Source: an optimization exercise on an open RTL-to-GDS flow (aim: small area and a short achievable clock period). Production flows keep margins and buffers that such runs may drop. Function was checked by simulation only, so behaviour that the tests miss may differ from the original. Power is estimated from default activity; no workload was simulated.

==> flow/flow/run.sh <==
#!/bin/bash
# Own layout flow: the standard ORFS flow, with two changes:
#  - synthesis maps the logic with flow/abc_area.script (area-oriented ABC
#    mapping) instead of ORFS's; everything else in synthesis is synth_recipe.tcl
#  - placement/CTS/route timing repair aims at a setup margin of $MARGIN ns
set -uo pipefail
HERE=$(pwd)
source flow/params.sh
# scripts folder = ORFS scripts with our ABC script in place of abc_area.script
mkdir -p scripts_ovr
for f in "$FLOW_HOME"/scripts/*; do ln -sf "$f" scripts_ovr/; done
rm -f scripts_ovr/abc_area.script
cp flow/abc_area.script scripts_ovr/abc_area.script
{ echo "set ::env(SCRIPTS_DIR) $HERE/scripts_ovr"; cat synth_recipe.tcl; } > my_synth.tcl
bash standard.sh SYNTH_SCRIPT=$HERE/my_synth.tcl ABC_AREA=1 ABC_CLOCK_PERIOD_IN_PS=$ABC_D synth > synth.log 2>&1 || { tail -50 synth.log; exit 1; }
bash standard.sh SETUP_SLACK_MARGIN=$MARGIN $EXTRA finish > finish.log 2>&1 || { tail -50 finish.log; exit 1; }
cp -r orfs/logs orfs_logs 2>/dev/null
cp -r orfs/reports orfs_reports 2>/dev/null
==> flow/flow/abc_area.script <==
strash
dch
map -a
topo
stime -c
buffer -c
upsize -c
dnsize -c
==> flow/flow/params.sh <==
ABC_D=4000
MARGIN=0
EXTRA=""
==> flow/standard.sh <==
#!/bin/bash
# synth_recipe.tcl (not shown) runs the flow's synth.tcl, then flattens the netlist and writes it again
# the make line also repeats each setting of config.mk as NAME=value (left out here)
make -C /OpenROAD-flow-scripts/flow DESIGN_CONFIG=/design/flow/config.mk WORK_HOME=/design/flow/orfs CLKGATE_MAP_FILE= SYNTH_SCRIPT=/design/flow/synth_recipe.tcl "${@:-finish}"
==> flow/config.mk <==
export PLATFORM = sky130hd
export DESIGN_NAME = bcd_top
export DESIGN_NICKNAME = bcd_top
export VERILOG_FILES = /design/flow/design.v
export SDC_FILE = /design/flow/constraint.sdc
export NUM_CORES = 4
export LEC_CHECK = 0
export CAP_MARGIN = 20
export CORE_MARGIN = 2
export CORE_UTILIZATION = 40
export PLACE_DENSITY = 0.6
export SLEW_MARGIN = 20
==> flow/constraint.sdc <==
create_clock -name core_clock -period 12.0 [get_ports {clk}]
set_input_delay 2.4000 -clock core_clock [delete_from_list [all_inputs] [get_ports {clk}]]
set_output_delay 2.4000 -clock core_clock [all_outputs]
set_load 0.01 [all_outputs]
==> flow/design.v <==
module bcd_top (
  input  wire        clk,
  input  wire [15:0] bin_in,
  output reg  [18:0] bcd_out
);
  reg  [15:0] b_q;
  wire [18:0] p;
  binbcd16 u_conv (.B(b_q), .P(p));
  always @(posedge clk) begin
    b_q     <= bin_in;
    bcd_out <= p;
  end
endmodule

module binbcd16(B,P);
  input [15:0] B;
  output [18:0] P;
  wire t1;
  wire t2;
  wire t3;
  wire t4;
  wire t5;
  wire t6;
  wire t7;
  wire t8;
  wire t9;
  wire t10;
  wire t11;
  wire t12;
  wire t13;
  wire t14;
  wire t15;
  wire t16;
  wire t17;
  wire t18;
  wire t19;
  wire t20;
  wire t21;
  wire t22;
  wire t23;
  wire t24;
  wire t25;
  wire t26;
  wire t27;
  wire t28;
  wire t29;
  wire t30;
  wire t31;
  wire t32;
  wire t33;
  wire t34;
  wire t35;
  wire t36;
  wire t37;
  wire t38;
  wire t39;
  wire t40;
  wire t41;
  wire t42;
  wire t43;
  wire t44;
  wire t45;
  wire t46;
  wire t47;
  wire t48;
  wire t49;
  wire t50;
  wire t51;
  wire t52;
  wire t53;
  wire t54;
  wire t55;
  wire t56;
  wire t57;
  wire t58;
  wire t59;
  wire t60;
  wire t61;
  wire t62;
  wire t63;
  wire t64;
  wire t65;
  wire t66;
  wire t67;
  wire t68;
  wire t69;
  wire t70;
  wire t71;
  wire t72;
  wire t73;
  wire t74;
  wire t75;
  wire t76;
  wire t77;
  wire t78;
  wire t79;
  wire t80;
  wire t81;
  wire t82;
  wire t83;
  wire t84;
  wire t85;
  wire t86;
  wire t87;
  wire t88;
  wire t89;
  wire t90;
  wire t91;
  wire t92;
  wire t93;
  wire t94;
  wire t95;
  wire t96;
  wire t97;
  wire t98;
  wire t99;
  wire t100;
  wire t101;
  wire t102;
  wire t103;
  wire t104;
  wire t105;
  wire t106;
  wire t107;
  wire t108;
  wire t109;
  wire t110;
  wire t111;
  wire t112;
  wire t113;
  wire t114;
  wire t115;
  wire t116;
  wire t117;
  wire t118;
  wire t119;
  wire t120;
  wire t121;
  wire t122;
  wire t123;
  wire t124;
  wire t125;
  wire t126;
  wire t127;
  wire t128;
  wire t129;
  wire t130;
  wire t131;
  wire t132;
  assign t4 = 1'b0 | (B[15] & (B[14] | B[13]));
  assign t3 = (B[15] & ~B[14] & ~B[13]) | (1'b0 & B[13]);
  assign t2 = (1'b0 & ~B[13]) | (B[14] & ~B[15]) | (B[14] & B[13]);
  assign t1 = (B[13] & ~(B[15] | 1'b0)) | (~B[13] & (1'b0 | (B[15] & B[14])));
  assign t8 = t3 | (t2 & (t1 | B[12]));
  assign t7 = (t2 & ~t1 & ~B[12]) | (t3 & B[12]);
  assign t6 = (t3 & ~B[12]) | (t1 & ~t2) | (t1 & B[12]);
  assign t5 = (B[12] & ~(t2 | t3)) | (~B[12] & (t3 | (t2 & t1)));
  assign t12 = t7 | (t6 & (t5 | B[11]));
  assign t11 = (t6 & ~t5 & ~B[11]) | (t7 & B[11]);
  assign t10 = (t7 & ~B[11]) | (t5 & ~t6) | (t5 & B[11]);
  assign t9 = (B[11] & ~(t6 | t7)) | (~B[11] & (t7 | (t6 & t5)));
  assign t16 = t11 | (t10 & (t9 | B[10]));
  assign t15 = (t10 & ~t9 & ~B[10]) | (t11 & B[10]);
  assign t14 = (t11 & ~B[10]) | (t9 & ~t10) | (t9 & B[10]);
  assign t13 = (B[10] & ~(t10 | t11)) | (~B[10] & (t11 | (t10 & t9)));
  assign t20 = 1'b0 | (t4 & (t8 | t12));
  assign t19 = (t4 & ~t8 & ~t12) | (1'b0 & t12);
  assign t18 = (1'b0 & ~t12) | (t8 & ~t4) | (t8 & t12);
  assign t17 = (t12 & ~(t4 | 1'b0)) | (~t12 & (1'b0 | (t4 & t8)));
  assign t24 = t15 | (t14 & (t13 | B[9]));
  assign t23 = (t14 & ~t13 & ~B[9]) | (t15 & B[9]);
  assign t22 = (t15 & ~B[9]) | (t13 & ~t14) | (t13 & B[9]);
  assign t21 = (B[9] & ~(t14 | t15)) | (~B[9] & (t15 | (t14 & t13)));
  assign t28 = t19 | (t18 & (t17 | t16));
  assign t27 = (t18 & ~t17 & ~t16) | (t19 & t16);
  assign t26 = (t19 & ~t16) | (t17 & ~t18) | (t17 & t16);
  assign t25 = (t16 & ~(t18 | t19)) | (~t16 & (t19 | (t18 & t17)));
  assign t32 = t23 | (t22 & (t21 | B[8]));
  assign t31 = (t22 & ~t21 & ~B[8]) | (t23 & B[8]);
  assign t30 = (t23 & ~B[8]) | (t21 & ~t22) | (t21 & B[8]);
  assign t29 = (B[8] & ~(t22 | t23)) | (~B[8] & (t23 | (t22 & t21)));
  assign t36 = t27 | (t26 & (t25 | t24));
  assign t35 = (t26 & ~t25 & ~t24) | (t27 & t24);
  assign t34 = (t27 & ~t24) | (t25 & ~t26) | (t25 & t24);
  assign t33 = (t24 & ~(t26 | t27)) | (~t24 & (t27 | (t26 & t25)));
  assign t40 = t31 | (t30 & (t29 | B[7]));
  assign t39 = (t30 & ~t29 & ~B[7]) | (t31 & B[7]);
  assign t38 = (t31 & ~B[7]) | (t29 & ~t30) | (t29 & B[7]);
  assign t37 = (B[7] & ~(t30 | t31)) | (~B[7] & (t31 | (t30 & t29)));
  assign t44 = t35 | (t34 & (t33 | t32));
  assign t43 = (t34 & ~t33 & ~t32) | (t35 & t32);
  assign t42 = (t35 & ~t32) | (t33 & ~t34) | (t33 & t32);
  assign t41 = (t32 & ~(t34 | t35)) | (~t32 & (t35 | (t34 & t33)));
  assign t48 = 1'b0 | (t20 & (t28 | t36));
  assign t47 = (t20 & ~t28 & ~t36) | (1'b0 & t36);
  assign t46 = (1'b0 & ~t36) | (t28 & ~t20) | (t28 & t36);
  assign t45 = (t36 & ~(t20 | 1'b0)) | (~t36 & (1'b0 | (t20 & t28)));
  assign t52 = t39 | (t38 & (t37 | B[6]));
  assign t51 = (t38 & ~t37 & ~B[6]) | (t39 & B[6]);
  assign t50 = (t39 & ~B[6]) | (t37 & ~t38) | (t37 & B[6]);
  assign t49 = (B[6] & ~(t38 | t39)) | (~B[6] & (t39 | (t38 & t37)));
  assign t56 = t43 | (t42 & (t41 | t40));
  assign t55 = (t42 & ~t41 & ~t40) | (t43 & t40);
  assign t54 = (t43 & ~t40) | (t41 & ~t42) | (t41 & t40);
  assign t53 = (t40 & ~(t42 | t43)) | (~t40 & (t43 | (t42 & t41)));
  assign t60 = t47 | (t46 & (t45 | t44));
  assign t59 = (t46 & ~t45 & ~t44) | (t47 & t44);
  assign t58 = (t47 & ~t44) | (t45 & ~t46) | (t45 & t44);
  assign t57 = (t44 & ~(t46 | t47)) | (~t44 & (t47 | (t46 & t45)));
  assign t64 = t51 | (t50 & (t49 | B[5]));
  assign t63 = (t50 & ~t49 & ~B[5]) | (t51 & B[5]);
  assign t62 = (t51 & ~B[5]) | (t49 & ~t50) | (t49 & B[5]);
  assign t61 = (B[5] & ~(t50 | t51)) | (~B[5] & (t51 | (t50 & t49)));
  assign t68 = t55 | (t54 & (t53 | t52));
  assign t67 = (t54 & ~t53 & ~t52) | (t55 & t52);
  assign t66 = (t55 & ~t52) | (t53 & ~t54) | (t53 & t52);
  assign t65 = (t52 & ~(t54 | t55)) | (~t52 & (t55 | (t54 & t53)));
  assign t72 = t59 | (t58 & (t57 | t56));
  assign t71 = (t58 & ~t57 & ~t56) | (t59 & t56);
  assign t70 = (t59 & ~t56) | (t57 & ~t58) | (t57 & t56);
  assign t69 = (t56 & ~(t58 | t59)) | (~t56 & (t59 | (t58 & t57)));
  assign t76 = t63 | (t62 & (t61 | B[4]));
  assign t75 = (t62 & ~t61 & ~B[4]) | (t63 & B[4]);
  assign t74 = (t63 & ~B[4]) | (t61 & ~t62) | (t61 & B[4]);
  assign t73 = (B[4] & ~(t62 | t63)) | (~B[4] & (t63 | (t62 & t61)));
  assign t80 = t67 | (t66 & (t65 | t64));
  assign t79 = (t66 & ~t65 & ~t64) | (t67 & t64);
  assign t78 = (t67 & ~t64) | (t65 & ~t66) | (t65 & t64);
  assign t77 = (t64 & ~(t66 | t67)) | (~t64 & (t67 | (t66 & t65)));
  assign t84 = t71 | (t70 & (t69 | t68));
  assign t83 = (t70 & ~t69 & ~t68) | (t71 & t68);
  assign t82 = (t71 & ~t68) | (t69 & ~t70) | (t69 & t68);
  assign t81 = (t68 & ~(t70 | t71)) | (~t68 & (t71 | (t70 & t69)));
  assign t88 = t75 | (t74 & (t73 | B[3]));
  assign t87 = (t74 & ~t73 & ~B[3]) | (t75 & B[3]);
  assign t86 = (t75 & ~B[3]) | (t73 & ~t74) | (t73 & B[3]);
  assign t85 = (B[3] & ~(t74 | t75)) | (~B[3] & (t75 | (t74 & t73)));
  assign t92 = t79 | (t78 & (t77 | t76));
  assign t91 = (t78 & ~t77 & ~t76) | (t79 & t76);
  assign t90 = (t79 & ~t76) | (t77 & ~t78) | (t77 & t76);
  assign t89 = (t76 & ~(t78 | t79)) | (~t76 & (t79 | (t78 & t77)));
  assign t96 = t83 | (t82 & (t81 | t80));
  assign t95 = (t82 & ~t81 & ~t80) | (t83 & t80);
  assign t94 = (t83 & ~t80) | (t81 & ~t82) | (t81 & t80);
  assign t93 = (t80 & ~(t82 | t83)) | (~t80 & (t83 | (t82 & t81)));
  assign t100 = t48 | (t60 & (t72 | t84));
  assign t99 = (t60 & ~t72 & ~t84) | (t48 & t84);
  assign t98 = (t48 & ~t84) | (t72 & ~t60) | (t72 & t84);
  assign t97 = (t84 & ~(t60 | t48)) | (~t84 & (t48 | (t60 & t72)));
  assign t104 = t87 | (t86 & (t85 | B[2]));
  assign t103 = (t86 & ~t85 & ~B[2]) | (t87 & B[2]);
  assign t102 = (t87 & ~B[2]) | (t85 & ~t86) | (t85 & B[2]);
  assign t101 = (B[2] & ~(t86 | t87)) | (~B[2] & (t87 | (t86 & t85)));
  assign t108 = t91 | (t90 & (t89 | t88));
  assign t107 = (t90 & ~t89 & ~t88) | (t91 & t88);
  assign t106 = (t91 & ~t88) | (t89 & ~t90) | (t89 & t88);
  assign t105 = (t88 & ~(t90 | t91)) | (~t88 & (t91 | (t90 & t89)));
  assign t112 = t95 | (t94 & (t93 | t92));
  assign t111 = (t94 & ~t93 & ~t92) | (t95 & t92);
  assign t110 = (t95 & ~t92) | (t93 & ~t94) | (t93 & t92);
  assign t109 = (t92 & ~(t94 | t95)) | (~t92 & (t95 | (t94 & t93)));
  assign t116 = t99 | (t98 & (t97 | t96));
  assign t115 = (t98 & ~t97 & ~t96) | (t99 & t96);
  assign t114 = (t99 & ~t96) | (t97 & ~t98) | (t97 & t96);
  assign t113 = (t96 & ~(t98 | t99)) | (~t96 & (t99 | (t98 & t97)));
  assign t120 = t103 | (t102 & (t101 | B[1]));
  assign t119 = (t102 & ~t101 & ~B[1]) | (t103 & B[1]);
  assign t118 = (t103 & ~B[1]) | (t101 & ~t102) | (t101 & B[1]);
  assign t117 = (B[1] & ~(t102 | t103)) | (~B[1] & (t103 | (t102 & t101)));
  assign t124 = t107 | (t106 & (t105 | t104));
  assign t123 = (t106 & ~t105 & ~t104) | (t107 & t104);
  assign t122 = (t107 & ~t104) | (t105 & ~t106) | (t105 & t104);
  assign t121 = (t104 & ~(t106 | t107)) | (~t104 & (t107 | (t106 & t105)));
  assign t128 = t111 | (t110 & (t109 | t108));
  assign t127 = (t110 & ~t109 & ~t108) | (t111 & t108);
  assign t126 = (t111 & ~t108) | (t109 & ~t110) | (t109 & t108);
  assign t125 = (t108 & ~(t110 | t111)) | (~t108 & (t111 | (t110 & t109)));
  assign t132 = t115 | (t114 & (t113 | t112));
  assign t131 = (t114 & ~t113 & ~t112) | (t115 & t112);
  assign t130 = (t115 & ~t112) | (t113 & ~t114) | (t113 & t112);
  assign t129 = (t112 & ~(t114 | t115)) | (~t112 & (t115 | (t114 & t113)));
  assign P = {t100, t116, t132, t131, t130, t129, t128, t127, t126, t125, t124, t123, t122, t121, t120, t119, t118, t117, B[0]};
endmodule
==> reports/results.txt, run 1 <==
Post-CTS Hold Fix Bufs - 0
Register-to-Register Path Depth - 35
nets in the synthesized netlist - 443
Worst setup startpoint - b_q[15]
number of vias after detailed routing - 2664
antenna-violating nets left - 0
number of remaining DRC errors - 0
setup TNS after final layout - 0 ns
worst setup slack for register-to-register paths - 7.20 ns
number of search-and-repair iterations in the first detailed-routing pass - 4
count of maximum capacitance violations - 0
Syn Std Cell Area - 0.00275 mm^2
synthesis-stage register bit count - 35
clock latency reported for the late side of the worst-skew pair - 0.29 ns
final weighted congestion of routability-driven global placement - 0.794
Worst-path clk slew - 0.08 ns
synthesized area per cell - 6.46 um^2
warnings from Yosys - 1
launching point of the worst reg2reg path - b_q[15]
unique cell type count in the Yosys netlist - 39
Crit path arrival time - 4.98 ns
cells taking the most area after synthesis - dfxtp_1 (25%), nor2_1 (9.3%), inv_1 (8.7%), nand2_1 (8.7%), inv_2 (5.2%)
leakage - 1.53 nW
fraction of layout instances using a drive strength above 1 - 0.211
number of buffers added by the clock tree synthesis step - 5
most common library cells after synthesis - nor2_1 (68), inv_1 (64), nand2_1 (64), inv_2 (38), dfxtp_1 (35)
number of design-rule violations left by the first detailed-router iteration - 77
final period utilization - 0.400
library cell contributing the largest single delay on the critical path - dfxtp_1
P&R area growth vs syn - 20.4%
core area - 0.00672 mm^2
CP Capture Type - flip-flop
Clock Sink Count - 35
Min Clock Period, post-route - 4.80 ns
fill count - 684
CP Data Required Time - 12.18 ns
area after detailed placement - 0.00320 mm^2
layout net count - 485
most numerous cell in the Yosys netlist - nor2_1
capturing element of the worst setup path - bcd_out[3]
maximum number of pins on one net before global-route repair - 13
die outline area - 0.00756 mm^2
share of the yosys chip area belonging to registers - 0.254
number of gates given a new drive strength after cts - 0
clock buffer depth - 2
aggregate global-route resource usage - 0.143
Max Fanout on Critical Path - 4
share of the core filled with cells - 0.494
post-route cell area - 0.00332 mm^2
Clock Skews - 0.00743 ns
antenna violations before repair - 0
critical path startpoint category - flip-flop
starting density of the core - 0.410
path class of the lowest-slack min-delay path - reg2reg
global-route wire length before repair - 8.95 mm
max-slew violation count - 0
synthesized instance count - 426
Final Hold Fails - 0
total inserted antenna cells - 0
total overflow reported by the global router - 0
top-area cell type share of the netlist area - 0.254
EDFF count, synth - 0
terminus of the critical flop-to-flop path - bcd_out[3]
worst stage delay on the critical path - 0.35 ns
cell mode on critical path - nand2_1
setup fix buffers added after clock tree synthesis - 0
CTS tree - built
leading register cell type out of synthesis - dfxtp_1
maximum achievable frequency - 208 MHz
Buffers on Ports - 35
root buffer selected by CTS - clkbuf_8
unrepaired setup endpoints after global routing - no
setup-violating endpoint count in the final report - 0
final worst hold slack - 0.337 ns
outcome - no timing/DRC/antenna violations
DP HPWL - 4.14 mm
ys async rst share - 0
average via count per standard cell - 4.85
number of global-route vias before repair - 2284
Final Routed Wirelength - 5.04 mm
die height - 87.0 um
slew at the pin closest to its max-slew limit - 0.415 ns
Peak supply drop - 0.000111 V
worst slew slack as a fraction of its limit - 0.721
die width - 87.0 um
library cell with the largest summed area after synthesis - dfxtp_1
drt wl/cell - 9.19 um
total power per unit cell area - 347 mW/mm^2
count of pins on the block boundary - 36
number of H-tree levels - 2
row count - 30
critical path class - reg2reg
==> per-stage QoR <==
stage / worst slack (ns) / total power [mW] / instances
floorplan: 7.88 / 0.876 / 426
global placement: 7.30 / 1.03 / 541
detailed placement: 7.28 / 1.04 / 541
CTS: 7.21 / 1.16 / 549
global route: 6.49 / 1.30 / 549
finish: 7.20 / 1.15 / 549
==> placed cells by master, fill, tap and decap left out, types with 2 or more instances in the layout <==
master	count
nand2_2	2
inv_1	64
dfxtp_1	35
nor2_2	5
a211oi_2	2
clkinv_1	4
nand3_1	12
or2_1	3
clkbuf_8	5
o22ai_1	11
nor2_4	2
clkdlybuf4s50_1	35
o22ai_2	8
o21bai_2	2
o21ai_2	4
a22oi_1	5
a21oi_1	20
a21oi_2	11
o211ai_1	3
inv_2	38
o21bai_1	2
nand2_1	64
nor2_1	68
o21ai_1	24
nor3_1	3
o21ai_0	10
a31oi_1	3
a22oi_2	7
o211ai_2	2
==> cell families (layout without fill, tap and decap cells) <==
group	after synthesis	in the layout	synth area share
and+or+nand+nor	163	163	0.250
AOI/OAI and AO/OA	121	121	0.348
buffers and inverters	106	149	0.144
DFF	35	35	0.254
xor gates and xnor gates	1	1	0.00318
==> layout make-up <==
type	instances	area, um^2	share of cell area
multi-input combinational	285	1660	0.499
sequential	35	701	0.211
inverter	106	398	0.120
timing repair buffer	35	350	0.106
tap	80	100	0.0302
clock buffer	5	68.8	0.0207
clock inverter	3	43.8	0.0132
==> power by group <==
| group | switching (mW) | leakage, nW | internal (mW) |
|---|---|---|---|
| sequential | 0.00839 | 0.294 | 0.159 |
| combinational | 0.546 | 1.18 | 0.327 |
| clock | 0.0467 | 0.0581 | 0.0619 |
==> state kept, by name, summed over array words and instances (netlist names) <==
register,cells
b_q,16
bcd_out,19
==> worst min path at each step <==
stage          startpoint          to  slack (ns)  cells after the start
4_1_cts            b_q[0]  bcd_out[0]        0.35                      0
3_5_place_dp       b_q[0]  bcd_out[0]        0.33                      0
6_report           b_q[0]  bcd_out[0]        0.34                      0
2_1_floorplan      b_q[0]  bcd_out[0]        0.31                      0
3_3_place_gp       b_q[0]  bcd_out[0]        0.31                      0
5_1_grt            b_q[0]  bcd_out[0]        0.35                      0
==> layer usage <==
layer / up-vias / part of all wire / GRT usage
met5: - / 0 / 0
met4: 0 / 0.014 / 0.0426
met3: 5 / 0.027 / 0.0313
met2: 27 / 0.48 / 0.257
met1: 1171 / 0.47 / 0.170
li1: 1461 / - / -
==> worst max-delay path: cells and delay by family, from the launching register on <==
family | cells | cell delay, ns
simple gates | 15 | 1.59
flops | 1 | 0.35
buf+inv | 7 | 0.45
compound gates | 13 | 2.32
==> run 2, diff against run 1 <==
==> flow/run.sh (new file) <==
#!/bin/bash
# synth_recipe.tcl (not shown) runs the flow's synth.tcl, then flattens the netlist and writes it again
# the make line also repeats each setting of config.mk as NAME=value (left out here)
make -C /OpenROAD-flow-scripts/flow DESIGN_CONFIG=/design/flow/config.mk WORK_HOME=/design/flow/orfs CLKGATE_MAP_FILE= SYNTH_SCRIPT=/design/flow/synth_recipe.tcl finish
--- a/flow/config.mk
+++ b/flow/config.mk
@@ -7,2 +7,3 @@
 export LEC_CHECK = 0
+export ABC_AREA = 1
 export CAP_MARGIN = 20
removed: flow/flow/run.sh
removed: flow/flow/abc_area.script
removed: flow/flow/params.sh
removed: flow/standard.sh
==> reports/results.txt, run 2 <==
Final Routed Wirelength - 7.16 mm
slew at the pin closest to its max-slew limit - 0.333 ns
setup fix buffers added after clock tree synthesis - 0
CTS tree - built
drt wl/cell - 9.10 um
Buffers on Ports - 35
leading register cell type out of synthesis - dfxtp_1
count of pins on the block boundary - 36
layout net count - 695
most common cell after layout, fill and taps aside - nand2_1
synthesized area per cell - 5.50 um^2
clock buffer depth - 2
number of global-route vias before repair - 3363
library cell with the largest summed area after synthesis - nand2_1
number of search-and-repair iterations in the first detailed-routing pass - 5
final worst hold slack - 0.334 ns
synthesis-stage register bit count - 35
number of H-tree levels - 2
Simple-Gate Fraction of Synth Area - 0.626
area share of xor/xnor cells in the synthesized design - 0
worst stage delay on the critical path - 0.40 ns
synthesized instance count - 636
CP Data Required Time - 12.18 ns
setup ws final - 8.22 ns
die width - 97.5 um
leakage - 2.25 nW
setup-violating endpoint count in the final report - 0
aggregate global-route resource usage - 0.156
Clock Sink Count - 35
root buffer selected by CTS - clkbuf_8
Syn Std Cell Area - 0.00350 mm^2
number of remaining DRC errors - 0
placed cell count - 779
cells taking the most area after synthesis - nand2_1 (28%), dfxtp_1 (20%), nand3_1 (11%), nand2_2 (8.4%), inv_1 (6.5%)
starting density of the core - 0.407
launching point of the worst reg2reg path - b_q[14]
ys async rst share - 0
Max Fanout on Critical Path - 8
top library cells by usage in the layout, fill and taps aside - nand2_1 (265), nand3_1 (78), inv_1 (61)
most common library cells after synthesis - nand2_1 (265), nand3_1 (78), inv_1 (61), nand2_2 (47), nor2_1 (43)
fraction of layout instances using a drive strength above 1 - 0.168
share of the yosys chip area belonging to registers - 0.200
number of buffer and inverter stages on the critical path - 7
Register-to-Register Path Depth - 35
EDFF count, synth - 0
total inserted antenna cells - 0
die outline area - 0.00950 mm^2
terminus of the critical flop-to-flop path - bcd_out[5]
core area - 0.00859 mm^2
warnings from Yosys - 1
path class of the lowest-slack min-delay path - reg2reg
most numerous cell in the Yosys netlist - nand2_1
worst setup slack for register-to-register paths - 8.22 ns
global-route wire length before repair - 13.1 mm
start point of the worst min-delay path - b_q[0]
DP HPWL - 5.94 mm
top-area cell type share of the netlist area - 0.285
compound-gate portion of the synthesized area - 0.0888
register ranked first by flip-flop count - bcd_out
row count - 34
setup TNS after final layout - 0 ns
worst hold path endpoint - bcd_out[0]
total power per unit cell area - 290 mW/mm^2
maximum number of pins on one net before global-route repair - 13
P&R area growth vs syn - 16.4%
outcome - no timing/DRC/antenna violations
antenna violations before repair - 0
CP delay by family, top - simple AND/OR/NAND/NOR gates
maximum achievable frequency - 264 MHz
unrepaired setup endpoints after global routing - no
clock latency reported for the late side of the worst-skew pair - 0.29 ns
Final Hold Fails - 0
Clock Skews - 0.00488 ns
cell mode on critical path - nand2_2
antenna-violating nets left - 0
Peak supply drop - 0.0000949 V
average via count per standard cell - 4.77
die height - 97.5 um
leading registers by flop count - bcd_out: 19 flops, b_q: 16 flops
number of buffers added by the clock tree synthesis step - 5
number of gates given a new drive strength after cts - 0
dominant combinational cell family by area after synthesis - simple AND/OR/NAND/NOR gates
multiplexer share of the synthesized area - 0
nets in the synthesized netlist - 653
final period utilization - 0.315
Post-CTS Hold Fix Bufs - 0
number of vias after detailed routing - 3756
worst slew slack as a fraction of its limit - 0.778
Post-Place Setup Slack - 8.24 ns
flip-flop count of the largest register, all copies and words added - 19
number of design-rule violations left by the first detailed-router iteration - 108
CP Capture Type - flip-flop
adder-cell share of the synthesized area - 0
Crit path arrival time - 3.96 ns
worst hold path stage count - 0
critical path class - reg2reg
share of the core filled with cells - 0.474
unique cell type count in the Yosys netlist - 23
Worst-path clk slew - 0.08 ns
count of maximum capacitance violations - 0
final weighted congestion of routability-driven global placement - 0.835
Min Clock Period, post-route - 3.78 ns
total overflow reported by the global router - 0
library cell contributing the largest single delay on the critical path - dfxtp_1
critical path startpoint category - flip-flop
number of cells in the finished layout apart from fillers - 787
max-slew violation count - 0
## run 2: worst max path at each step
stage	slack, ns	startpoint	cells past startpoint	to
2_1_floorplan	8.75	b_q[14]	35	bcd_out[5]
3_3_place_gp	8.27	b_q[14]	33	bcd_out[16]
3_5_place_dp	8.24	b_q[14]	33	bcd_out[6]
4_1_cts	8.21	b_q[14]	33	bcd_out[16]
5_1_grt	7.66	b_q[14]	35	bcd_out[12]
6_report	8.22	b_q[14]	35	bcd_out[5]
## run 2: power breakdown
| group | internal, mW | switching, mW |
|---|---|---|
| Clock | 0.0404 | 0.0466 |
| Sequential | 0.158 | 0.00908 |
| Combinational | 0.326 | 0.599 |
## run 2: per-layer routing
metal / track usage / vias to the layer above / wire (um)
li1: - / 2089 / -
met1: 0.205 / 1607 / 3740
met2: 0.267 / 53 / 3130
met3: 0.0281 / 7 / 223
met4: 0.0363 / 0 / 70
met5: 0 / - / 0
## run 2: through the flow
step / total power, mW / cell area (um^2)
6_report: 1.18 / 4070
5_1_grt: 1.34 / 4070
4_1_cts: 1.19 / 4070
3_5_place_dp: 1.10 / 3980
3_3_place_gp: 1.08 / 3980
2_1_floorplan: 0.910 / 3500
## run 2: layout make-up
class / count / area, um^2
timing repair buffer: 35 / 350
fill: 913 / 4520
clock inverter: 3 / 20.0
sequential: 35 / 701
clock buffer: 5 / 68.8
multi-input combinational: 522 / 2500
inverter: 79 / 298
tap: 108 / 135
## run 2: kinds of logic (layout without fill, tap and decap cells)
| family | after synthesis | after routing |
|---|---|---|
| and+or+nand+nor | 472 | 472 |
| buffers and inverters | 79 | 122 |
| AOI/OAI and AO/OA | 50 | 50 |
| DFF | 35 | 35 |

port drivers added, routing unchanged:
No port has a modelled driver above. Below, the same layouts with a new extraction and two added sets of constraints. Step 1 (the two cells are an assumption about what drives the block):
set clk [get_ports {clk}]
set_driving_cell -lib_cell sky130_fd_sc_hd__clkbuf_16 $clk
set_driving_cell -lib_cell sky130_fd_sc_hd__buf_2 [delete_from_list [all_inputs] $clk]
Step 2 moves the port delays by t, midway between the first and last clock arrival at a register: inputs arrive t later, outputs are due t later. That takes back most of the time a late clock gives input paths. a / b / c = ideal / step 1 / step 2; a / b = the first two.
run	t (ns)	slack for setup (ns)	worst data-port slew with drivers (ns)	cell pins on the clock port's net
run 1	0.318	7.195 / 7.195 / 7.195	0.04	1
run 2	0.316	8.219 / 8.219 / 8.219	0.03	1
After both steps every run listed still meets setup and hold.
